What follows belongs to an exercise in optimizing a design on an open flow for small area; a production flow would make more cautious choices. Function was checked by simulation only, so behaviour that the tests miss may differ from the original. Power figures rest on the tool's default switching activity, not on a simulated workload. No driver is modelled on the clock port, so clocking that relies on it looks cheaper here than on a real chip.

==> flow/design.v <==
`timescale 1ns / 1ns
module mux2 (
    input  wire d0,   
    input  wire d1,   
    input  wire s,    
    output wire y
);
    wire not_s;
    wire and0_out;
    wire and1_out;
    not g_not (not_s, s);
    and g_and0 (and0_out, d0, not_s);
    and g_and1 (and1_out, d1, s);
    or  g_or   (y, and0_out, and1_out);
endmodule
`timescale 1ns / 1ns
module dff (
    input  wire clk,
    input  wire rst,
    input  wire d,
    output reg  q
);
    always @(posedge clk) begin
        if (rst) q <= 1'b0;
        else     q <= d;
    end
endmodule
`timescale 1ns / 1ns
module full_adder (
    input wire a, b, cin, output wire sum, cout
);
    wire xor_ab, and_ab, and_cin_xor;
    xor g1 (xor_ab, a, b);
    xor g2 (sum, xor_ab, cin);
    and g3 (and_ab, a, b);
    and g4 (and_cin_xor, cin, xor_ab);
    or  g5 (cout, and_ab, and_cin_xor);
endmodule
module adder_20b (
    input  wire [19:0] a,
    input  wire [19:0] b,
    output wire [19:0] sum
);
    wire [20:0] carry;
    assign carry[0] = 1'b0;
    genvar i;
    generate
        for (i = 0; i < 20; i = i + 1) begin : fa_loop
            full_adder fa_inst (.a(a[i]), .b(b[i]), .cin(carry[i]), .sum(sum[i]), .cout(carry[i+1]));
        end
    endgenerate
endmodule
`timescale 1ns / 1ns
module adder_n #(parameter WIDTH = 8)(input [WIDTH-1:0] a, b, input cin, output [WIDTH-1:0] sum, output cout);
    wire [WIDTH:0] carry; assign carry[0] = cin;
    genvar i;
    generate for (i=0; i<WIDTH; i=i+1) begin : fa_loop
        full_adder fa_inst (.a(a[i]), .b(b[i]), .cin(carry[i]), .sum(sum[i]), .cout(carry[i+1]));
    end endgenerate
    assign cout = carry[WIDTH];
endmodule
module twos_complement #(parameter WIDTH = 8)(input [WIDTH-1:0] in, output [WIDTH-1:0] out);
    wire [WIDTH-1:0] not_in; wire [WIDTH-1:0] ground = {WIDTH{1'b0}}; wire unused;
    genvar i; generate for (i=0; i<WIDTH; i=i+1) begin : inv_loop not g_not (not_in[i], in[i]); end endgenerate
    adder_n #(.WIDTH(WIDTH)) add_1_inst (.a(not_in), .b(ground), .cin(1'b1), .sum(out), .cout(unused));
endmodule
module mux2_n #(parameter WIDTH = 8)(input [WIDTH-1:0] d0, d1, input s, output [WIDTH-1:0] y);
    genvar i; generate for (i=0; i<WIDTH; i=i+1) begin : mux_loop
        mux2 m_inst (.d0(d0[i]), .d1(d1[i]), .s(s), .y(y[i]));
    end endgenerate
endmodule
module mult_8x8 (input [7:0] a, b, output [15:0] p);
    wire [15:0] pp [0:7];
    genvar i, j; generate for (i=0; i<8; i=i+1) begin : pp_row
        for (j=0; j<16; j=j+1) begin : pp_col
            if (j>=i && j<i+8) and g_and (pp[i][j], a[j-i], b[i]);
            else assign pp[i][j] = 1'b0;
        end
    end endgenerate
    wire [15:0] s01, s23, s45, s67, s03, s47; wire [6:0] un;
    adder_n #(.WIDTH(16)) a01(.a(pp[0]), .b(pp[1]), .cin(1'b0), .sum(s01), .cout(un[0]));
    adder_n #(.WIDTH(16)) a23(.a(pp[2]), .b(pp[3]), .cin(1'b0), .sum(s23), .cout(un[1]));
    adder_n #(.WIDTH(16)) a45(.a(pp[4]), .b(pp[5]), .cin(1'b0), .sum(s45), .cout(un[2]));
    adder_n #(.WIDTH(16)) a67(.a(pp[6]), .b(pp[7]), .cin(1'b0), .sum(s67), .cout(un[3]));
    adder_n #(.WIDTH(16)) a03(.a(s01), .b(s23), .cin(1'b0), .sum(s03), .cout(un[4]));
    adder_n #(.WIDTH(16)) a47(.a(s45), .b(s67), .cin(1'b0), .sum(s47), .cout(un[5]));
    adder_n #(.WIDTH(16)) aF(.a(s03), .b(s47), .cin(1'b0), .sum(p), .cout(un[6]));
endmodule
module mult_pixel_weight (
    input  wire [7:0]  pixel,      
    input  wire [8:0]  weight,     
    output wire [19:0] result      
);
    wire is_negative = weight[8];
    wire [7:0] neg_weight, weight_mag;
    twos_complement #(.WIDTH(8)) tc_w (.in(weight[7:0]), .out(neg_weight));
    mux2_n #(.WIDTH(8)) mux_w (.d0(weight[7:0]), .d1(neg_weight), .s(is_negative), .y(weight_mag));
    wire [15:0] mult_mag;
    mult_8x8 mult_inst (.a(pixel), .b(weight_mag), .p(mult_mag));
    wire [19:0] padded_mag = {1'b0, 1'b0, 1'b0, 1'b0, mult_mag};
    wire [19:0] negative_result;
    twos_complement #(.WIDTH(20)) tc_res (.in(padded_mag), .out(negative_result));
    mux2_n #(.WIDTH(20)) mux_final (.d0(padded_mag), .d1(negative_result), .s(is_negative), .y(result));
endmodule
`timescale 1ns / 1ns
module dot_product_4 (
    input  wire [7:0]  p0, p1, p2, p3,        
    input  wire [8:0]  w0, w1, w2, w3,        
    output wire [19:0] result                 
);
    wire [19:0] m0, m1, m2, m3;
    mult_pixel_weight mul0 (.pixel(p0), .weight(w0), .result(m0));
    mult_pixel_weight mul1 (.pixel(p1), .weight(w1), .result(m1));
    mult_pixel_weight mul2 (.pixel(p2), .weight(w2), .result(m2));
    mult_pixel_weight mul3 (.pixel(p3), .weight(w3), .result(m3));
    wire [19:0] add0_1, add2_3;
    adder_20b adder_stg1_0 (.a(m0), .b(m1), .sum(add0_1));
    adder_20b adder_stg1_1 (.a(m2), .b(m3), .sum(add2_3));
    adder_20b adder_stg2 (.a(add0_1), .b(add2_3), .sum(result));
endmodule
`timescale 1ns / 1ns
module pixel_clipper (
    input  wire [19:0] in_val,     
    output wire [7:0]  out_pixel   
);
    wire is_negative = in_val[19];
    wire [19:0] add_out;
    wire unused_cout;
    adder_n #(.WIDTH(20)) add_64 (
        .a(in_val), .b(20'd64), .cin(1'b0), .sum(add_out), .cout(unused_cout)
    );
    wire [19:0] shifted;
    assign shifted = {7'b0, add_out[19:7]};
    wire over_255 = |shifted[19:8];
    wire [7:0] mux1_out;
    mux2_n #(.WIDTH(8)) mux_over (
        .d0(shifted[7:0]), .d1(8'd255), .s(over_255), .y(mux1_out)
    );
    mux2_n #(.WIDTH(8)) mux_neg (
        .d0(mux1_out), .d1(8'd0), .s(is_negative), .y(out_pixel)
    );
endmodule
`timescale 1ns / 1ns
module mod3_counter (
    input  wire clk,
    input  wire rst,
    input  wire en,
    output wire [1:0] count
);
    wire q0, q1, not_q0, not_q1, d0_cnt, d1_cnt, d0_next, d1_next;
    not inv_q0 (not_q0, q0);
    not inv_q1 (not_q1, q1);
    and and_d0 (d0_cnt, not_q1, not_q0);
    and and_d1 (d1_cnt, not_q1, q0);
    mux2 mux0 (.d0(q0), .d1(d0_cnt), .s(en), .y(d0_next));
    mux2 mux1 (.d0(q1), .d1(d1_cnt), .s(en), .y(d1_next));
    dff ff0 (.clk(clk), .rst(rst), .d(d0_next), .q(q0));
    dff ff1 (.clk(clk), .rst(rst), .d(d1_next), .q(q1));
    assign count = {q1, q0};
endmodule
`timescale 1ns / 1ns
module reg_en #(parameter WIDTH = 8)(input clk, rst, en, input [WIDTH-1:0] d, output [WIDTH-1:0] q);
    genvar i;
    generate
        for (i = 0; i < WIDTH; i = i + 1) begin : bit_loop
            wire d_next;
            mux2 m (.d0(q[i]), .d1(d[i]), .s(en), .y(d_next));
            dff  f (.clk(clk), .rst(rst), .d(d_next), .q(q[i]));
        end
    endgenerate
endmodule
module row_shift_register #(parameter DATA_WIDTH = 24, parameter IMG_WIDTH = 384)(
    input clk, rst, ce, input [DATA_WIDTH-1:0] din, output [DATA_WIDTH-1:0] dout
);
    wire [DATA_WIDTH-1:0] tap [0:IMG_WIDTH];
    assign tap[0] = din;
    genvar i;
    generate
        for (i = 0; i < IMG_WIDTH; i = i + 1) begin : shift_loop
            reg_en #(.WIDTH(DATA_WIDTH)) r_inst (.clk(clk), .rst(rst), .en(ce), .d(tap[i]), .q(tap[i+1]));
        end
    endgenerate
    assign dout = tap[IMG_WIDTH];
endmodule
module line_buffer #(
    parameter DATA_WIDTH = 8,
    parameter IMG_WIDTH  = 128
)(
    input  wire                   clk, rst, ce,
    input  wire [DATA_WIDTH-1:0]  din,
    output wire [DATA_WIDTH-1:0]  dout_0, dout_1, dout_2, dout_3
);
    assign dout_0 = din;
    row_shift_register #(.DATA_WIDTH(DATA_WIDTH), .IMG_WIDTH(IMG_WIDTH)) row1 (.clk(clk), .rst(rst), .ce(ce), .din(dout_0), .dout(dout_1));
    row_shift_register #(.DATA_WIDTH(DATA_WIDTH), .IMG_WIDTH(IMG_WIDTH)) row2 (.clk(clk), .rst(rst), .ce(ce), .din(dout_1), .dout(dout_2));
    assign dout_3 = {DATA_WIDTH{1'b0}};
endmodule
`timescale 1ns / 1ns
module reg8 (input clk, rst, input [7:0] d, output [7:0] q);
    genvar i; generate for (i=0; i<8; i=i+1) begin : dff_loop
        dff f (.clk(clk), .rst(rst), .d(d[i]), .q(q[i]));
    end endgenerate
endmodule
module reg8_en (input clk, rst, en, input [7:0] d, output [7:0] q);
    genvar i; generate for (i=0; i<8; i=i+1) begin : reg_loop
        wire d_next; mux2 m (.d0(q[i]), .d1(d[i]), .s(en), .y(d_next));
        dff f (.clk(clk), .rst(rst), .d(d_next), .q(q[i]));
    end endgenerate
endmodule
module bicubic_core #(
    parameter DATA_WIDTH = 8
)(
    input  wire                   clk, rst, shift_window, 
    input  wire [DATA_WIDTH-1:0]  row0_in, row1_in, row2_in, row3_in,
    input  wire [8:0]             h_w0, h_w1, h_w2, h_w3, v_w0, v_w1, v_w2, v_w3,
    output wire [DATA_WIDTH-1:0]  pixel_out
);
    wire [7:0] r0_c0, r0_c1, r0_c2, r0_c3;
    wire [7:0] r1_c0, r1_c1, r1_c2, r1_c3;
    wire [7:0] r2_c0, r2_c1, r2_c2, r2_c3;
    wire [7:0] r3_c0, r3_c1, r3_c2, r3_c3;
    reg8_en R20 (.clk(clk), .rst(rst), .en(shift_window), .d(row2_in), .q(r2_c0));
    reg8_en R21 (.clk(clk), .rst(rst), .en(shift_window), .d(r2_c0),   .q(r2_c1));
    reg8_en R22 (.clk(clk), .rst(rst), .en(shift_window), .d(r2_c1),   .q(r2_c2));
    reg8_en R23 (.clk(clk), .rst(rst), .en(shift_window), .d(r2_c2),   .q(r2_c3));
    wire [19:0] h_raw_0, h_raw_1, h_raw_2, h_raw_3;
    wire [7:0]  h_norm_0, h_norm_1, h_norm_2, h_norm_3;
    dot_product_4 dp_h2 (.p0(r2_c3), .p1(r2_c2), .p2(r2_c1), .p3(r2_c0), .w0(h_w0), .w1(h_w1), .w2(h_w2), .w3(h_w3), .result(h_raw_2));
    pixel_clipper clip_h2 (.in_val(h_raw_2), .out_pixel(h_norm_2));
    wire [7:0] v_in_0, v_in_1, v_in_2, v_in_3;
    reg8 V2 (.clk(clk), .rst(rst), .d(h_norm_2), .q(v_in_2));
    wire [19:0] v_raw_final;
    assign pixel_out = v_in_2;
endmodule
`timescale 1ns / 1ns
module top_upscaler #(
    parameter IMG_W = 64,      
    parameter IMG_H = 216        
)(
    input  wire        clk, rst,
    input  wire [23:0] pixel_in,   
    input  wire        input_valid,
    output wire [23:0] pixel_out,  
    output wire        output_valid   
);
    wire [23:0] r0, r1, r2, r3;
    reg signed [8:0] h_w0, h_w1, h_w2, h_w3, v_w0, v_w1, v_w2, v_w3;
    wire [1:0] h_phase;
    wire [1:0] v_phase = 2'b00;
    mod3_counter h_counter (.clk(clk), .rst(rst), .en(input_valid), .count(h_phase));
    wire shift_enable = input_valid && (h_phase == 2'b10);
    wire valid_pipe_0;
    dff ff_vpipe0 (.clk(clk), .rst(rst), .d(input_valid), .q(valid_pipe_0));
    dff ff_vpipe1 (.clk(clk), .rst(rst), .d(valid_pipe_0), .q(output_valid));
    line_buffer #(.DATA_WIDTH(24), .IMG_WIDTH(IMG_W)) lb_inst (
        .clk(clk), .rst(rst), .ce(shift_enable),
        .din(pixel_in), .dout_0(r0), .dout_1(r1), .dout_2(r2), .dout_3(r3)
    );
    always @(*) begin
        case (h_phase)
            2'd0:    begin h_w0 = 9'h000; h_w1 = 9'h080; h_w2 = 9'h000; h_w3 = 9'h000; end
            2'd1:    begin h_w0 = 9'h1FC; h_w1 = 9'h072; h_w2 = 9'h017; h_w3 = 9'h1FB; end
            2'd2:    begin h_w0 = 9'h1FB; h_w1 = 9'h017; h_w2 = 9'h072; h_w3 = 9'h1FC; end
            default: begin h_w0 = 9'h000; h_w1 = 9'h000; h_w2 = 9'h000; h_w3 = 9'h000; end
        endcase
        case (v_phase)
            2'd0:    begin v_w0 = 9'h000; v_w1 = 9'h080; v_w2 = 9'h000; v_w3 = 9'h000; end
            2'd1:    begin v_w0 = 9'h1FC; v_w1 = 9'h072; v_w2 = 9'h017; v_w3 = 9'h1FB; end
            2'd2:    begin v_w0 = 9'h1FB; v_w1 = 9'h017; v_w2 = 9'h072; v_w3 = 9'h1FC; end
            default: begin v_w0 = 9'h000; v_w1 = 9'h000; v_w2 = 9'h000; v_w3 = 9'h000; end
        endcase
    end
    wire [7:0] out_r, out_g, out_b;
    bicubic_core core_R (.clk(clk), .rst(rst), .shift_window(shift_enable), .row0_in(r0[23:16]), .row1_in(r1[23:16]), .row2_in(r2[23:16]), .row3_in(r3[23:16]), .h_w0(h_w0), .h_w1(h_w1), .h_w2(h_w2), .h_w3(h_w3), .v_w0(v_w0), .v_w1(v_w1), .v_w2(v_w2), .v_w3(v_w3), .pixel_out(out_r));
    bicubic_core core_G (.clk(clk), .rst(rst), .shift_window(shift_enable), .row0_in(r0[15:8]), .row1_in(r1[15:8]), .row2_in(r2[15:8]), .row3_in(r3[15:8]), .h_w0(h_w0), .h_w1(h_w1), .h_w2(h_w2), .h_w3(h_w3), .v_w0(v_w0), .v_w1(v_w1), .v_w2(v_w2), .v_w3(v_w3), .pixel_out(out_g));
    bicubic_core core_B (.clk(clk), .rst(rst), .shift_window(shift_enable), .row0_in(r0[7:0]), .row1_in(r1[7:0]), .row2_in(r2[7:0]), .row3_in(r3[7:0]), .h_w0(h_w0), .h_w1(h_w1), .h_w2(h_w2), .h_w3(h_w3), .v_w0(v_w0), .v_w1(v_w1), .v_w2(v_w2), .v_w3(v_w3), .pixel_out(out_b));
    assign pixel_out = {out_r, out_g, out_b};
endmodule
==> flow/run.sh <==
#!/bin/bash
# synth_recipe.tcl (not shown) runs the flow's synth.tcl, then flattens the netlist and writes it again
# the make line also repeats each setting of config.mk as NAME=value (left out here)
make -C /OpenROAD-flow-scripts/flow DESIGN_CONFIG=/design/flow/config.mk WORK_HOME=/design/flow/orfs CLKGATE_MAP_FILE= SYNTH_SCRIPT=/design/flow/synth_recipe.tcl finish
==> flow/config.mk <==
export PLATFORM = sky130hd
export DESIGN_NAME = top_upscaler
export DESIGN_NICKNAME = top_upscaler
export VERILOG_FILES = /design/flow/design.v
export SDC_FILE = /design/flow/constraint.sdc
export NUM_CORES = 4
export LEC_CHECK = 0
export CAP_MARGIN = 20
export CORE_MARGIN = 2
export CORE_UTILIZATION = 40
export SLEW_MARGIN = 20
==> flow/constraint.sdc <==
create_clock -name core_clock -period 13.0 [get_ports {clk}]
set_input_delay 2.6000 -clock core_clock [delete_from_list [all_inputs] [get_ports {clk}]]
set_output_delay 2.6000 -clock core_clock [all_outputs]
set_load 0.01 [all_outputs]
==> run summary, run 1 <==
* Worst-case vdd ir drop at around 110 uV
* Sum Neg Setup Slack at 0 ps
* Final hold violation count at 0
* Clock slew at the register clock pins of the worst setup and hold paths at around 60 ps
* Nets at 16600
* Data required, critical path at 13780 ps
* Number of instances resized during post-cts repair at 0
* Postcts setup bufs at 0
* Cell chosen for the clock root: sky130_fd_sc_hd__clkbuf_16
* Mux cell area share after synthesis at 0.3722%
* Fraction of met3 tracks used by global routing at 2.331%
* Number of DRC violations after detailed-routing iteration 0 at 6354
* Number of routed nets with antenna violations at 0
* Busiest metal layer after global routing: met2
* Relative max-transition margin at 23.45%
* Power density over the cells at 155.1 nW/um2
* Instance area at placement at around 130000 um2
* Via/cell ratio at 4.668
* Sum of routed wire length over all layers at 237200 um
* Synth Area in Compound Gates at 12.38%
* Fraction of the yosys area taken by sequential cells at 48.56%
* Fraction of final layout cells with drive strength greater than 1 at between 4 and 5%
* M2 GR Usage at 23.07%
* Tmin final at ~12000 ps
* Post-layout instance area at ~150000 um2
* Hold buffers post-CTS at 0
* Number of setup violations in the final report at 0
* Combinational family with the most area after synthesis: simple AND/OR/NAND/NOR gates
* Area of the core at between 300000 and 400000 um2
* Leak Pwr at 50.88 nW
* Overall power of the completed layout at about 23 mW
* Number of violations of the max-capacitance limit at 0
* # port buffers at 51
* CTS tree: yes
* Fill cell total of the finished layout at 32770
* RSZ-0062 raised after global routing: false
* Height of the die at just under 600 um
* Startpoint kind of the worst setup timing path: flop
* Status: complete, no violations
* Largest net degree at the start of global routing at 230
* Number of rows created at floorplan at 210
* Crit-path max cell delay at 710 ps
* Most common cell after layout, fill and taps aside: sky130_fd_sc_hd__nand2_1
* Wire length of the first global-routing pass at 414600 um
* Highest-count cells in the layout ignoring fill and taps: 6569 x sky130_fd_sc_hd__nand2_1, 3196 x sky130_fd_sc_hd__dfxtp_1, 3176 x sky130_fd_sc_hd__a21oi_1, 727 x sky130_fd_sc_hd__inv_1, 627 x sky130_fd_sc_hd__fa_1
* Die Span X at 577.9 um
* Total via count after detailed routing at 94470
* Kind of critical path: flop to flop
* Endpoint type of the worst setup path: flop
* Number of sinks driven by the clock tree at 3196
* Timing-limited maximum frequency at 82.50 MHz
* TritonCTS Buffers at 350
* Length of the first detailed-routing pass in iterations at 7
* Routed wire length per instance at 11.72 um
* Critical Path AT at 12900 ps
* Count of cell types in the netlist at 27
* Area overhead of the layout relative to synthesis at 10.38%
* Met1 Track Usage GR at 19.00%
* Synth Area in Simple Gates at 19.45%
* Max FO, Critical Path at 30
* FF+latch count, synth at 3196
* Count of warnings emitted by yosys at 4
* Gate count of the mapped netlist at 16030
* H-tree depth at 5
* Final cycle utilization of the critical path at 93.24%
* All-Layer GR Usage at between 10% and 20%
* Number of pins with negative max-slew slack in the final report at 0
* Remaining Overflow, GRT at 0
* Routability Congestion at 0.7963
* Mapped cell area at between 100000 and 150000 um2
* Max Buffers Root-to-Sink at 4
* Initial cell density of the core at between 40% and 50%
* Setup clock skew after layout at around 25 ps
* Initial antenna violation count at 3
* # DRC at 0
* Detailed-placement wirelength estimate at 131500 um
* Most used cell, CP: sky130_fd_sc_hd__fa_1
* Later-pin clock latency in the skew report at a little under 900 ps
* Top-Level Pins at 52
* Number of global-route vias before repair at 89070
* Post-synthesis xor/xnor area fraction at 0.1111%
* Area of the die at between 300000 and 400000 um2
* Worst Max-Slew Pin Slew at 1148 ps
* Worst min-delay path class: flop to flop
* Avg Cell Area, Syn at approximately 8.2 um2
* Critical-path top delay cell: sky130_fd_sc_hd__ha_2
* Adder and majority gate portion of the synthesized area at 12.51%
## cells by family (layout without fill, tap and decap cells)
logic type	after synthesis	count (layout)
AND/OR/NAND/NOR	6732	6732
AO/OA/AOI/OAI	3244	3244
flip-flops	3196	3196
buffers and inverters	1857	1483
adder cells (fa/ha/maj)	941	941
multiplexers	49	49
XOR/XNOR	12	12
other	2	236
## cells in the mapped netlist, drive strengths merged
cell    count  area [um2]
fa        627       12550
o21ai      41       205.2
o21a       24       180.2
nand2    6570       24670
nor3        3       15.01
clkbuf    664        2492
nor2b      10       62.56
nand3       3       15.01
dfxtp    3196       63980
inv       727        2729
a41oi       3       26.28
or2         3       18.77
and2      124       775.7
nand4       3       18.77
nor2       16       60.06
xnor2       9       78.83
buf       466        3495
ha        314        3929
xnor3       3       67.56
mux2i      49       490.5
conb        2       7.510
a21oi    3176       15900
## area by class of cell
cell class / instances / area, um2 / area share [%]
clock buffers: 511 / 10320 / 7.098
multi-input cells: 11210 / 59970 / 41.23
inverters: 727 / 2729 / 1.876
flip-flops and latches: 3196 / 63980 / 43.99
diodes: 2 / 5.005 / 0.003441
well taps: 4346 / 5438 / 3.739
repair buffers: 142 / 1624 / 1.117
clock inverters: 103 / 1370 / 0.9420
## worst max-delay path: cells and delay by family (launching register included)
family	cells	cell delay (ps)
compound gates	4	710
fa+ha+maj	24	9530
buf+inv	7	720
flops	1	330
simple gates	6	690
## power by group
part | switching (mW) | total, mW | internal (mW)
registers | 0.0216 | 9.85 | 9.83
logic | 1.66 | 2.76 | 1.10
clock network | 3.96 | 9.95 | 5.99
total | 5.64 | 22.6 | 16.9
## routing by layer
layer / wire, um / part of all wire, %
met2: 105400 / 44
met3: 8245 / 3.5
met1: 119000 / 50
met4: 4568 / 1.9
met5: 0 / 0
## stage by stage
| step | worst slack [ps] | util (%) | hold slack, ps | instances |
|---|---|---|---|---|
| 2_1_floorplan | 1808 | - | 413.8 | 16270 |
| 6_report | 879.4 | 44.39 | 423.3 | 20240 |
| 4_1_cts | 927.0 | 44.39 | 422.8 | 20240 |
| 3_5_place_dp | 919.1 | 40.82 | 432.3 | 19620 |
| 5_1_grt | 162.4 | 44.39 | 445.1 | 20240 |
| 3_3_place_gp | 959.8 | 40.82 | 434.4 | 19620 |
## worst paths after layout
path,from,end,slack (ps),depth (start not counted)
hold / removal,flop,flop,420,2
setup reg to reg,flop,core_B.V2.dff_loop[6].f.q,880,41
hold reg to reg,flop,flop,420,2
setup / recovery,flop,core_B.V2.dff_loop[6].f.q,880,41
==> run 2: changes to the inputs <==
==> flow/design.v (replaced) <==
`timescale 1ns / 1ns
module top_upscaler #(
    parameter IMG_W = 64,
    parameter IMG_H = 216
)(
    input  wire        clk, rst,
    input  wire [23:0] pixel_in,
    input  wire        input_valid,
    output wire [23:0] pixel_out,
    output wire        output_valid
);
    localparam integer DEPTH = 2 * IMG_W;
    reg [1:0] ph;
    always @(posedge clk) begin
        if (rst) ph <= 2'd0;
        else if (input_valid) ph <= {ph[0], ~(ph[0] | ph[1])};
    end
    wire se = input_valid & ph[1];
    reg [1:0] vpipe;
    always @(posedge clk) begin
        if (rst) vpipe <= 2'b00;
        else     vpipe <= {vpipe[0], input_valid};
    end
    assign output_valid = vpipe[1];
    reg [DEPTH*24-1:0] lb;
    always @(posedge clk) begin
        if (se) lb <= {lb[(DEPTH-1)*24-1:0], pixel_in};
    end
    wire [23:0] lb_out = lb[DEPTH*24-1 -: 24];
    reg [6:0] cnt;   
    reg full;
    always @(posedge clk) begin
        if (rst) begin
            cnt <= 0; full <= 1'b0;
        end else if (se) begin
            cnt <= cnt + 1'b1;
            if (&cnt) full <= 1'b1;
        end
    end
    reg [23:0] c0, c1, c2, c3;
    always @(posedge clk) begin
        if (rst) begin
            c0 <= 24'd0; c1 <= 24'd0; c2 <= 24'd0; c3 <= 24'd0;
        end else if (se) begin
            c0 <= full ? lb_out : 24'd0;
            c1 <= c0; c2 <= c1; c3 <= c2;
        end
    end
    wire sel = ph[0];
    wire [23:0] out;
    genvar k;
    generate
        for (k = 0; k < 3; k = k + 1) begin : ch
            wire [7:0] p0 = c3[8*k +: 8];
            wire [7:0] p1 = c2[8*k +: 8];
            wire [7:0] p2 = c1[8*k +: 8];
            wire [7:0] p3 = c0[8*k +: 8];
            wire [7:0] a = sel ? p0 : p3;
            wire [7:0] b = sel ? p1 : p2;
            wire [7:0] c = sel ? p2 : p1;
            wire [7:0] d = sel ? p3 : p0;
            wire [17:0] t = {10'd0, b} * 18'd114 + {10'd0, c} * 18'd23
                          - {10'd0, a} * 18'd4 - {10'd0, d} * 18'd5 + 18'd64;
            wire [7:0] f = t[17] ? 8'd0 : (|t[16:15]) ? 8'd255 : t[14:7];
            assign out[8*k +: 8] = (ph == 2'd0) ? p1 : f;
        end
    endgenerate
    reg [23:0] v;
    always @(posedge clk) v <= out;
    assign pixel_out = v;
endmodule
==> run 2 against run 1 <==
  * Clock skew increased by 41 ps
  * Hold slack worse by 56 ps
  * Sequential power is 15% higher
  * First-iteration DRC count decreased by 46%
  * Synthesized cell count decreased by 69%
  * Highest routed layer is now met5
  * Worst setup slack better by 2900 ps
  * Register-to-register slack gained 2900 ps
  * Maximum frequency up 31%
  * Critical path depth fell by 11
  * Power is 10% lower
  * Clock-buffer cell count down 107
  * Utilization up 1.6 points
==> run summary, run 2 <==
* Sum Neg Setup Slack at 0 ps
* Nets at 5684
* Hold buffers post-CTS at 0
* Length of the first detailed-routing pass in iterations at 7
* Synth cell count leaders: 3072 x sky130_fd_sc_hd__edfxtp_1, 284 x sky130_fd_sc_hd__ha_1, 280 x sky130_fd_sc_hd__inv_1
* Final hold violation count at 0
* Top-Level Pins at 52
* Worst Max-Slew Pin Slew at 1192 ps
* Worst min-delay path class: flop to flop
* Remaining Overflow, GRT at 0
* Switching Share at 18.85%
* Instance area at placement at roughly 110000 um2
* Initial cell density of the core at 40.27%
* # port buffers at 51
* Largest net degree at the start of global routing at 196
* Timing-limited maximum frequency at 108.1 MHz
* Final cycle utilization of the critical path at a little under three quarters
* Number of instances resized during post-cts repair at 0
* Initial antenna violation count at 2
* Largest reg by FF count: lb
* Most frequent cell after synthesis: sky130_fd_sc_hd__edfxtp_1
* Sequential Power Share at a little under three fifths
* Worst-case vdd ir drop at approximately 140 uV
* Overall power of the completed layout at between 20 and 25 mW
* Number of setup violations in the final report at 0
* # DRC at 0
* EDFF count, synth at about 3100
* Switching power summed over all nets at 3.820 mW
* Status: complete, no violations
* Number of DRC violations after detailed-routing iteration 0 at 3432
* Area overhead of the layout relative to synthesis at 14.11%
* Crit-path max cell delay at 930 ps
* Routed wire length per instance at roughly 15 um
* Gate power share at 0.8%
* Part of the power in the clock network at 43.4%
* Leak Pwr at 34.80 nW
* H-tree depth at 5
* FF+latch count, synth at 3204
* Kind of critical path: flop to flop
* All-Layer GR Usage at about a tenth
* Share of async-settable or async-resettable flops after synthesis at 0%
* CTS tree: yes
* Leading cell types by total area after synthesis: sky130_fd_sc_hd__edfxtp_1 85%, sky130_fd_sc_hd__ha_1 3.3%, sky130_fd_sc_hd__dfxtp_1 2.4%
* Number of rows created at floorplan at 190
* Detailed-placement wirelength estimate at 68400 um
* Power density over the cells at around 160 nW/um2
* Height of the die at 523.8 um
* TritonCTS Buffers at 319
* Count of cell types in the netlist at 71
* Gate count of the mapped netlist at 4898
* Internal power summed over all cells at 16.45 mW
* Count of warnings emitted by yosys at 1
* Highest-count cells in the layout ignoring fill and taps: 3072 x sky130_fd_sc_hd__edfxtp_1, 327 x sky130_fd_sc_hd__clkbuf_16, 284 x sky130_fd_sc_hd__ha_1, 279 x sky130_fd_sc_hd__inv_1, 212 x sky130_fd_sc_hd__nand2_1
* Relative max-transition margin at 20.54%
* Fraction of the yosys area taken by sequential cells at 87.81%
* Number of routed nets with antenna violations at 0
* Area share of the largest cell type after synthesis at 85.36%
* Die Span X at 523.8 um
* Post-layout instance area at 123300 um2
* Predominant post-synthesis flop cell: sky130_fd_sc_hd__edfxtp_1
* Postcts setup bufs at 0
* Via/cell ratio at between 4 and 5
* Area of the core at about 270000 um2
* Final setup margin at 3749 ps
* Flip-flop count of the largest register after layout at ~3100
* Avg Cell Area, Syn at around 22 um2
* Cell taking the most area after synthesis: sky130_fd_sc_hd__edfxtp_1
* Critical Path AT at between 9000 and 10000 ps
* Tmin final at 9251 ps
* Wire length of the first global-routing pass at around 220000 um
* Setup clock skew after layout at 66.31 ps
* RSZ-0062 raised after global routing: false
* Most used cell, CP: sky130_fd_sc_hd__inv_1
* Cell chosen for the clock root: sky130_fd_sc_hd__clkbuf_16
* Endpoint type of the worst setup path: flop
* Worst slack at placement at 3904 ps
* Mapped cell area at ~110000 um2
* Clock slew at the register clock pins of the worst setup and hold paths at 60 ps
* Data required, critical path at 13650 ps
* Fill cell total of the finished layout at roughly 22000
* Later-pin clock latency in the skew report at 860 ps
* Number of pins with negative max-slew slack in the final report at 0
* Number of violations of the max-capacitance limit at 0
* Sum of routed wire length over all layers at roughly 140000 um
* Routability Congestion at between 0.7 and 0.8
* Startpoint kind of the worst setup timing path: flop
* Area of the die at between 200000 and 300000 um2
* Max Buffers Root-to-Sink at 4
* Total via count after detailed routing at 41250
* Number of sinks driven by the clock tree at between 3000 and 4000
* Number of global-route vias before repair at 41070
* Most common cell after layout, fill and taps aside: sky130_fd_sc_hd__edfxtp_1
* Fraction of final layout cells with drive strength greater than 1 at 9.713%
* Critical-path top delay cell: sky130_fd_sc_hd__dfxtp_4
* Max FO, Critical Path at 61
==> run 2: cell types whose count changed after synthesis, sizes merged, moves of 447 or more <==
cell / delta
fa: -504
a21oi: -2999
dfxtp: -3064
clkbuf: -622
inv: -447
nand2: -6357
buf: -453
edfxtp: +3072
==> run 2: layer usage <==
layer	wire (um)	global-route usage, %	part of all wire [%]	vias up
met5	12	0	0.0089	-
met4	4571	3.925	3.4	2
met3	5259	2.021	3.9	328
met2	56310	13.38	42	583
met1	69220	15.00	51	20840
li1	-	-	-	19490
==> run 2: cell families (layout without fill, tap and decap cells) <==
family / Yosys count / in the layout / share of synthesized area, %
AND/OR/NAND/NOR: 412 / 412 / 1.726
adder cells (fa/ha/maj): 407 / 407 / 5.567
buffers and inverters: 335 / 935 / 1.179
XOR/XNOR: 93 / 93 / 0.7537
other: 0 / 1 / 0
flip-flops: 3204 / 3204 / 87.81
AO/OA/AOI/OAI: 343 / 343 / 1.972
multiplexers: 104 / 104 / 0.9980
==> run 2: stage by stage <==
stage | hold slack, ps | instances | util (%)
3_5_place_dp | 404.5 | 8480 | 42.19
2_1_floorplan | 400.3 | 4898 | -
3_3_place_gp | 400.7 | 8480 | 42.19
4_1_cts | 373.5 | 9049 | 45.94
6_report | 367.6 | 9051 | 45.95
5_1_grt | 380.1 | 9051 | 45.95
==> run 2: power groups by stage <==
stage | sequential (mW) | combinational, mW | clock [mW]
floorplan | 11.6 | 0.115 | 0
global placement | 11.5 | 0.156 | 0
detailed placement | 11.5 | 0.165 | 0
CTS | 11.3 | 0.164 | 9.16
global route | 11.3 | 0.178 | 9.54
finish | 11.3 | 0.160 | 8.80
==> run 2: area by class of cell <==
cell class | instances | area [um2] | area share [%]
clock buffer | 404 | 8522 | 6.910
sequential | 3204 | 94900 | 76.95
clock inverter | 165 | 1536 | 1.246
inverter | 280 | 1059 | 0.8583
tap | 3552 | 4444 | 3.604
multi-input combinational | 1359 | 11910 | 9.658
antenna | 1 | 2.502 | 0.002029
timing repair buffer | 86 | 950.9 | 0.7711
==> run 2: final timing paths <==
check             slack, ps  depth (start not counted)     start       end
setup / recovery       3750                         30     ph[0]     v[23]
hold / removal          370                          0  lb[1106]  lb[1130]
setup reg to reg       3750                         30     ph[0]     v[23]
hold reg to reg         370                          0  lb[1106]  lb[1130]
==> run 2: worst max-delay path: cells and delay by family, from the launching register on <==
family / cells / cell delay (ps)
adder cells (fa/ha/maj): 8 / 3240
AO/OA/AOI/OAI: 6 / 1280
AND/OR/NAND/NOR: 7 / 1260
buffers and inverters: 6 / 1190
flip-flops: 1 / 930
XOR/XNOR: 2 / 600
multiplexers: 1 / 510
==> run 3: changes to the inputs <==
--- a/flow/design.v
+++ b/flow/design.v
@@ -11,11 +11,17 @@
 );
     localparam integer DEPTH = 2 * IMG_W;
     reg [1:0] ph;
+    reg nph1;
     always @(posedge clk) begin
-        if (rst) ph <= 2'd0;
-        else if (input_valid) ph <= {ph[0], ~(ph[0] | ph[1])};
+        if (rst) begin
+            ph <= 2'd0; nph1 <= 1'b1;
+        end else if (input_valid) begin
+            ph <= {ph[0], ~(ph[0] | ph[1])};
+            nph1 <= ~ph[0];
+        end
     end
-    wire se = input_valid & ph[1];
+    wire se   = input_valid & ph[1];
+    wire hold = ~input_valid | nph1;
     reg [1:0] vpipe;
     always @(posedge clk) begin
         if (rst) vpipe <= 2'b00;
@@ -23,9 +29,8 @@
     end
     assign output_valid = vpipe[1];
     reg [DEPTH*24-1:0] lb;
-    always @(posedge clk) begin
-        if (se) lb <= {lb[(DEPTH-1)*24-1:0], pixel_in};
-    end
+    always @(posedge clk)
+        lb <= ({DEPTH*24{se}} & {lb[(DEPTH-1)*24-1:0], pixel_in}) | ({DEPTH*24{hold}} & lb);
     wire [23:0] lb_out = lb[DEPTH*24-1 -: 24];
     reg [6:0] cnt;   
     reg full;
@@ -37,14 +42,15 @@
             if (&cnt) full <= 1'b1;
         end
     end
+    wire se_w   = se & ~rst;
+    wire se_c0  = se & full & ~rst;
+    wire hold_w = hold & ~rst;
     reg [23:0] c0, c1, c2, c3;
     always @(posedge clk) begin
-        if (rst) begin
-            c0 <= 24'd0; c1 <= 24'd0; c2 <= 24'd0; c3 <= 24'd0;
-        end else if (se) begin
-            c0 <= full ? lb_out : 24'd0;
-            c1 <= c0; c2 <= c1; c3 <= c2;
-        end
+        c0 <= ({24{se_c0}} & lb_out) | ({24{hold_w}} & c0);
+        c1 <= ({24{se_w}}  & c0)     | ({24{hold_w}} & c1);
+        c2 <= ({24{se_w}}  & c1)     | ({24{hold_w}} & c2);
+        c3 <= ({24{se_w}}  & c2)     | ({24{hold_w}} & c3);
     end
     wire sel = ph[0];
     wire [23:0] out;
@@ -59,8 +65,8 @@
             wire [7:0] b = sel ? p1 : p2;
             wire [7:0] c = sel ? p2 : p1;
             wire [7:0] d = sel ? p3 : p0;
-            wire [17:0] t = {10'd0, b} * 18'd114 + {10'd0, c} * 18'd23
-                          - {10'd0, a} * 18'd4 - {10'd0, d} * 18'd5 + 18'd64;
+            wire [17:0] t = {3'd0, b, 7'd0} + {9'd0, b, 1'd0} + {6'd0, c, 4'd0} + {7'd0, c, 3'd0} + 18'd64
+                          - {6'd0, b, 4'd0} - {10'd0, c} - {8'd0, a, 2'd0} - {8'd0, d, 2'd0} - {10'd0, d};
             wire [7:0] f = t[17] ? 8'd0 : (|t[16:15]) ? 8'd255 : t[14:7];
             assign out[8*k +: 8] = (ph == 2'd0) ? p1 : f;
         end
==> run 3 against run 2 <==
  * Largest cell class unchanged
  * First-iteration DRC count increased by 14%
  * Area after synthesis decreased by 5.6%
  * Sequential share of layout area decreased by 21 points
  * Largest power group unchanged
  * Power decreased by 3.1%
  * Global-route usage increased by 2.2 points
  * Final cell count increased by 24%
  * Sequential power decreased by 12%
==> run summary, run 3 <==
* Wire length of the first global-routing pass at 276800 um
* Number of setup violations in the final report at 0
* Max FO, Critical Path at 65
* FF+latch count, synth at 3205
* RSZ-0062 raised after global routing: false
* Fraction of the yosys area taken by sequential cells at 62.88%
* Final cell utilization of the core at between 40 and 50%
* Via/cell ratio at 5.294
* Number of global-route vias before repair at 57930
* Gate count of the mapped netlist at between 7000 and 8000
* EDFF count, synth at 0
* Mapped cell area at 102000 um2
* Startpoint kind of the worst setup timing path: flop
* Share of async-settable or async-resettable flops after synthesis at 0%
* Clock slew at the register clock pins of the worst setup and hold paths at about 60 ps
* Worst-case vdd ir drop at 138.4 uV
* Most frequent cell after synthesis: sky130_fd_sc_hd__dfxtp_1
* Sum Neg Setup Slack at 0 ps
* Area of the die at between 200000 and 300000 um2
* Area overhead of the layout relative to synthesis at 13.30%
* Leak Pwr at 45.98 nW
* Avg Cell Area, Syn at 12.86 um2
* Later-pin clock latency in the skew report at slightly above 900 ps
* Sum of routed wire length over all layers at 159500 um
* Number of standard cells in the final layout excluding fillers at 11250
* Length of the first detailed-routing pass in iterations at 5
* Endpoint type of the worst setup path: flop
* Initial cell density of the core at 40.19%
* Most common cell after layout, fill and taps aside: sky130_fd_sc_hd__dfxtp_1
* Tmin final at ~6000 ps
* Status: complete, no violations
* Setup clock skew after layout at between 50 and 60 ps
* All-Layer GR Usage at 11.95%
* Worst min-delay path class: flop to flop
* Number of DRC violations after detailed-routing iteration 0 at 3912
* Number of placed instances, taps included at about 11000
* Highest-count cells in the layout ignoring fill and taps: 3204 x sky130_fd_sc_hd__dfxtp_1, 3168 x sky130_fd_sc_hd__a22o_1, 339 x sky130_fd_sc_hd__clkbuf_16, 252 x sky130_fd_sc_hd__inv_1, 135 x sky130_fd_sc_hd__fa_1
* Relative max-transition margin at 18.92%
* Routed wire length per instance at ~14 um
* Predominant post-synthesis flop cell: sky130_fd_sc_hd__dfxtp_1
* Leading cell types by total area after synthesis: sky130_fd_sc_hd__dfxtp_1 63%, sky130_fd_sc_hd__a22o_1 27%, sky130_fd_sc_hd__fa_1 2.6%
* Most used cell, CP: sky130_fd_sc_hd__fa_1
* Flip-flop count of the largest register after layout at 3072
* Count of cell types in the netlist at 60
* Timing-limited maximum frequency at approximately 160 MHz
* CTS tree: yes
* Worst Max-Slew Pin Slew at 1216 ps
* H-tree depth at 5
* Die Span X at 509.1 um
* Remaining Overflow, GRT at 0
* Number of sinks driven by the clock tree at approximately 3200
* Detailed-placement wirelength estimate at 83010 um
* Routability Congestion at about 0.8
* Fill cell total of the finished layout at 22560
* Number of routed nets with antenna violations at 0
* Area share of the largest cell type after synthesis at 62.88%
* Number of violations of the max-capacitance limit at 0
* Height of the die at 509.1 um
* Top-Level Pins at 52
* Area of the core at 253900 um2
* Kind of critical path: flop to flop
* Hold buffers post-CTS at 0
* Fraction of final layout cells with drive strength greater than 1 at under 10%
* Overall power of the completed layout at 19.64 mW
* Initial antenna violation count at 1
* Final cycle utilization of the critical path at 46.79%
* # DRC at 0
* Largest net degree at the start of global routing at 256
* Total via count after detailed routing at just under 60000
* # port buffers at 51
* TritonCTS Buffers at 333
* Count of warnings emitted by yosys at 1
* Number of instances resized during post-cts repair at 0
* Cell taking the most area after synthesis: sky130_fd_sc_hd__dfxtp_1
* Power density over the cells at 169.9 nW/um2
* Cells along the critical path: buf_4 > mux2i_1 > inv_1 > fa_1 > inv_1 > fa_1 > inv_1 > fa_1 > fa_1 > ha_1 > a21oi_1 > nand2_1 > a32o_1 > a221o_1 > or3_1 > a21oi_1 > o21ai_0
* Final hold violation count at 0
* Number of rows created at floorplan at about 190
* Crit-path max cell delay at 780 ps
* Critical Path AT at 6840 ps
* Synth cell count leaders: 3205 x sky130_fd_sc_hd__dfxtp_1, 3168 x sky130_fd_sc_hd__a22o_1, 677 x sky130_fd_sc_hd__clkbuf_1
* Postcts setup bufs at 0
* Max Buffers Root-to-Sink at 4
* Critical-path top delay cell: sky130_fd_sc_hd__buf_4
* Largest reg by FF count: lb
* Cell chosen for the clock root: sky130_fd_sc_hd__clkbuf_16
* Number of pins with negative max-slew slack in the final report at 0
* Nets at 7895
* Data required, critical path at 13760 ps
[run 3: power by group]
| group | switching (mW) | internal, mW |
|---|---|---|
| registers | 0.0527 | 9.91 |
| clock network | 3.65 | 5.73 |
| logic | 0.199 | 0.103 |
[run 3: metal layers]
| layer | wire [um] | global-route usage [%] | up-vias |
|---|---|---|---|
| li1 | - | - | 29480 |
| met1 | 81100 | 16.66 | 29170 |
| met2 | 69290 | 18.43 | 607 |
| met3 | 5143 | 2.292 | 306 |
| met4 | 3935 | 4.187 | 0 |
| met5 | 0 | 0 | - |
[run 3: area by class of cell]
class	count	area, um2	share of cell area (%)
flip-flops and latches	3205	64170	55.50
multi-input cells	3757	34200	29.58
clock buffers	479	9669	8.363
well taps	3366	4212	3.643
clock inverters	98	1292	1.118
repair buffers	93	1127	0.9751
inverters	252	945.9	0.8181
diodes	1	2.502	0.002164
[run 3: logic make-up (layout without fill, tap and decap cells)]
family	count (synthesis)	count (layout)	synth area share [%]
AO/OA/AOI/OAI	3274	3274	27.87
flip-flops	3205	3205	62.88
buffers and inverters	975	922	3.627
adder cells (fa/ha/maj)	226	226	3.764
AND/OR/NAND/NOR	134	134	0.6241
multiplexers	98	98	1.024
XOR/XNOR	25	25	0.2146
other	0	1	0
[run 3: metrics by stage]
stage	hold WS (ps)	setup slack, ps	cell area, um2
after floorplan	413.8	7395	102000
after global placement	451.5	6757	104600
after detailed placement	451.7	6677	104600
after CTS	418.6	6931	115600
after global routing	434.8	6573	115600
final	418.7	6918	115600
[run 3: final timing paths]
check / to / slack, ps / start / cells past startpoint
max: v[6] / 6920 / ph[0] / 17
min: lb[769] / 420 / lb[745] / 1
min reg2reg: lb[769] / 420 / lb[745] / 1
max reg2reg: v[6] / 6920 / ph[0] / 17
[run 3: worst max-delay path, delay by kind of cell, from the launching register on]
family,cells,cell delay [ps]
adder cells (fa/ha/maj),5,2270
buffers and inverters,4,1030
AO/OA/AOI/OAI,5,1020
flip-flops,1,730
multiplexers,1,420
AND/OR/NAND/NOR,2,390
==> run 4: changes to the inputs <==
--- a/flow/config.mk
+++ b/flow/config.mk
@@ -7,5 +7,9 @@
 export LEC_CHECK = 0
 export CAP_MARGIN = 20
 export CORE_MARGIN = 2
-export CORE_UTILIZATION = 40
+export CORE_UTILIZATION = 70
+export CTS_BUF_LIST = sky130_fd_sc_hd__clkbuf_16
+export CTS_CLUSTER_DIAMETER = 100
+export CTS_CLUSTER_SIZE = 30
+export PLACE_DENSITY = 0.78
 export SLEW_MARGIN = 20
==> run 4 against run 3 <==
  * Combinational power about the same
  * Sequential power is essentially flat
  * Still clean
  * Via count is 2.8% lower
==> run summary, run 4 <==
* Status: complete, no violations
* Total via count after detailed routing at 57870
* Most common cell after layout, fill and taps aside: sky130_fd_sc_hd__dfxtp_1
* Sum Neg Setup Slack at 0 ps
* Startpoint of the most critical hold path: lb[3032]
* Worst min-delay path class: flop to flop
* Number of setup violations in the final report at 0
* Setup clock skew after layout at 32.02 ps
* Crit-path max cell delay at 830 ps
* Critical-path top delay cell: sky130_fd_sc_hd__buf_4
* Post-layout instance area at between 100000 and 150000 um2
* Area of the die at 148800 um2
* Avg Cell Area, Syn at 12.86 um2
* All-Layer GR Usage at 20.23%
* R2R cell count at 18
* Predominant post-synthesis flop cell: sky130_fd_sc_hd__dfxtp_1
* Wire length of the first global-routing pass at 265300 um
* Later-pin clock latency in the skew report at 770 ps
* Relative max-transition margin at 17.44%
* Postcts setup bufs at 0
* Source of the worst register-to-register timing path: ph[0]
* Fill cell total of the finished layout at 9830
* Synth cell count leaders: 3205 x sky130_fd_sc_hd__dfxtp_1, 3168 x sky130_fd_sc_hd__a22o_1, 677 x sky130_fd_sc_hd__clkbuf_1
* Timing-limited maximum frequency at 149.8 MHz
* RSZ-0062 raised after global routing: false
* Cell chosen for the clock root: sky130_fd_sc_hd__clkbuf_16
* Met3 wire len at 3438 um
* Met1 wire length at 77900 um
* Number of sinks driven by the clock tree at 3205
* Number of pins with negative max-slew slack in the final report at 0
* Area share of the largest cell type after synthesis at 62.88%
* Number of global-route vias before repair at 54100
* Number of instances resized during post-cts repair at 0
* Cells along the critical path: buf_4 > mux2i_1 > inv_1 > fa_1 > inv_1 > fa_1 > fa_1 > inv_1 > fa_1 > inv_1 > ha_1 > o2111ai_1 > a31o_2 > a21oi_1 > nor3_1 > o32ai_1 > nand2_1 > o21ai_0
* Top-Level Pins at 52
* Data required, critical path at ~14000 ps
* Detailed-placement wirelength estimate at 86550 um
* Worst-case vdd ir drop at roughly 130 uV
* Leak Pwr at ~42 nW
* Most frequent cell after synthesis: sky130_fd_sc_hd__dfxtp_1
* FF+latch count, synth at 3205
* Area overhead of the layout relative to synthesis at 3.883%
* Tightest hold margin at roughly 460 ps
* Critical Path AT at 7330 ps
* Uppermost layer routed: met4
* Worst Hold Path EP: lb[3056]
* Total buffers and inverters traversed by the critical path at 5
* Number of standard cells in the final layout excluding fillers at ~9400
* Remaining Overflow, GRT at 0
* Met2 routed wirelength at 70830 um
* Final cycle utilization of the critical path at 51.34%
* Number of violations of the max-capacitance limit at 0
* Fraction of final layout cells with drive strength greater than 1 at ~3.3%
* Critical R2R Capture: v[10]
* Mapped cell area at 102000 um2
* Flip-flop count of the largest register after layout at 3072
* Largest reg by FF count: lb
* Length of the first detailed-routing pass in iterations at 5
* Sum of routed wire length over all layers at 154600 um
* H-tree depth at 3
* Initial antenna violation count at 0
* Power density over the cells at approximately 140 nW/um2
* Number of DRC violations after detailed-routing iteration 0 at 4222
* Instance area at placement at 102800 um2
* Number of placed instances, taps included at around 9000
* Largest net degree at the start of global routing at between 200 and 300
* Hold buffers post-CTS at 0
* EDFF count, synth at 0
* Number of rows created at floorplan at 140
* Max Buffers Root-to-Sink at 3
* Die Span X at roughly 390 um
* Tmin final at 6675 ps
* Cell taking the most area after synthesis: sky130_fd_sc_hd__dfxtp_1
* Via/cell ratio at roughly 6.2
* Startpoint kind of the worst setup timing path: flop
* Clock slew at the register clock pins of the worst setup and hold paths at approximately 100 ps
* Worst-case register-to-register setup slack at around 6300 ps
* Final hold violation count at 0
* Initial cell density of the core at 70.27%
* Share of async-settable or async-resettable flops after synthesis at 0%
* Routed wire length per instance at 16.53 um
* Highest-count cells in the layout ignoring fill and taps: 3204 x sky130_fd_sc_hd__dfxtp_1, 3168 x sky130_fd_sc_hd__a22o_1, 252 x sky130_fd_sc_hd__inv_1, 135 x sky130_fd_sc_hd__fa_1, 121 x sky130_fd_sc_hd__clkbuf_16
* Count of cell types in the netlist at 60
* Number of routed nets with antenna violations at 0
* Fraction of the yosys area taken by sequential cells at 62.88%
* Max FO, Critical Path at 70
* Gate count of the mapped netlist at 7937
* # port buffers at 51
* Count of warnings emitted by yosys at 1
* Endpoint type of the worst setup path: flop
* Final antenna diode count at 0
* Height of the die at 385.8 um
* # DRC at 0
* Nets at around 7700
* CTS tree: yes
* Top delay family on crit path: adder cells
* Final setup margin at 6325 ps
* Kind of critical path: flop to flop
* Hold Path Cell Cnt at 1
* Worst slack at placement at 6217 ps
* Area of the core at 145200 um2
* TritonCTS Buffers at 118
* Worst Max-Slew Pin Slew at about 1200 ps
* Leading cell types by total area after synthesis: sky130_fd_sc_hd__dfxtp_1 63%, sky130_fd_sc_hd__a22o_1 27%, sky130_fd_sc_hd__fa_1 2.6%
* Routability Congestion at 0.8278
==> run 4: area by class of cell <==
type / instances / area (um2) / share of cell area (%)
clock inverters: 7 / 126.4 / 0.1192
inverters: 252 / 945.9 / 0.8923
multi-input cells: 3757 / 34200 / 32.26
clock buffers: 121 / 3028 / 2.856
well taps: 1917 / 2399 / 2.263
repair buffers: 95 / 1142 / 1.078
flip-flops and latches: 3205 / 64170 / 60.53
==> run 4: per-layer routing <==
metal	global-route usage [%]	up-vias
met3	2.134	144
met1	30.42	28560
met4	4.388	0
met5	0	-
li1	-	28760
met2	31.67	402
==> run 4: where the power goes <==
part | switching [mW] | internal, mW | leakage [nW]
combinational | 0.198 | 0.103 | 14.8
clock | 2.74 | 1.69 | 1.54
sequential | 0.0553 | 9.90 | 25.8
==> run 4: kinds of logic after synthesis <==
| kind of cell | synth area share, % |
|---|---|
| flops | 62.88 |
| xor+xnor | 0.2146 |
| fa+ha+maj | 3.764 |
| simple gates | 0.6241 |
| compound gates | 27.87 |
| buf+inv | 3.627 |
| mux | 1.024 |
==> run 4: worst max path at each step <==
stage / startpoint / endpoint / cells past startpoint
after floorplan: ph[0] / v[10] / 19
after global placement: input_valid / lb[1196] / 6
after detailed placement: input_valid / lb[1558] / 6
after CTS: ph[0] / v[10] / 18
after global routing: ph[0] / v[10] / 18
final: ph[0] / v[10] / 18
==> run 4: worst register-to-register path, cell delays in order, from the launching register on <==
cell and delay [ps]:
sky130_fd_sc_hd__dfxtp_4 710, sky130_fd_sc_hd__buf_4 850, sky130_fd_sc_hd__mux2i_1 480, sky130_fd_sc_hd__inv_1 170
sky130_fd_sc_hd__fa_1 510, sky130_fd_sc_hd__inv_1 50, sky130_fd_sc_hd__fa_1 400, sky130_fd_sc_hd__fa_1 520
sky130_fd_sc_hd__inv_1 50, sky130_fd_sc_hd__fa_1 470, sky130_fd_sc_hd__inv_1 40, sky130_fd_sc_hd__ha_1 360
sky130_fd_sc_hd__o2111ai_1 210, sky130_fd_sc_hd__a31o_2 290, sky130_fd_sc_hd__a21oi_1 270, sky130_fd_sc_hd__nor3_1 100
sky130_fd_sc_hd__o32ai_1 530, sky130_fd_sc_hd__nand2_1 220, sky130_fd_sc_hd__o21ai_0 340
==> run 4: per-stage QoR <==
stage	power, mW	utilization, %
final	14.68	73.00
after detailed placement	10.48	70.77
after global placement	10.47	70.77
after global routing	15.20	73.00
after floorplan	10.42	-
after CTS	14.83	72.94

[afterwards: timing with drivers on the ports]
Ports are ideal in the flow. The routed layouts listed here were re-timed in OpenROAD.
Step 1 assumes that a clkbuf_16 drives the clock port and a buf_2 every other input.
Step 2, shift: input delay + t, output delay - t, t = (earliest + latest rising clock arrival at the registers) / 2. This alone moves slack from input paths to output paths.
Three values: ideal, step 1, step 2; two values: the first two.
| run | shift t [ns] | setup WS [ns] | worst data-port slew with drivers (ns) | cell pins on the clock port's net |
|---|---|---|---|---|
| run 1 | 0.973 | 0.879 / 0.879 / 0.879 | 0.12 | 1 |
| run 2 | 0.889 | 3.749 / 3.749 / 3.749 | 0.04 | 1 |
| run 3 | 0.987 | 6.918 / 6.918 / 6.559 | 0.07 | 1 |
| run 4 | 0.829 | 6.325 / 6.325 / 6.037 | 0.08 | 1 |
After both steps setup and hold are still met in every run listed. The setup slack of run 3, which loses most, moves by 0.000 ns with the drivers and by -0.359 ns with both steps.
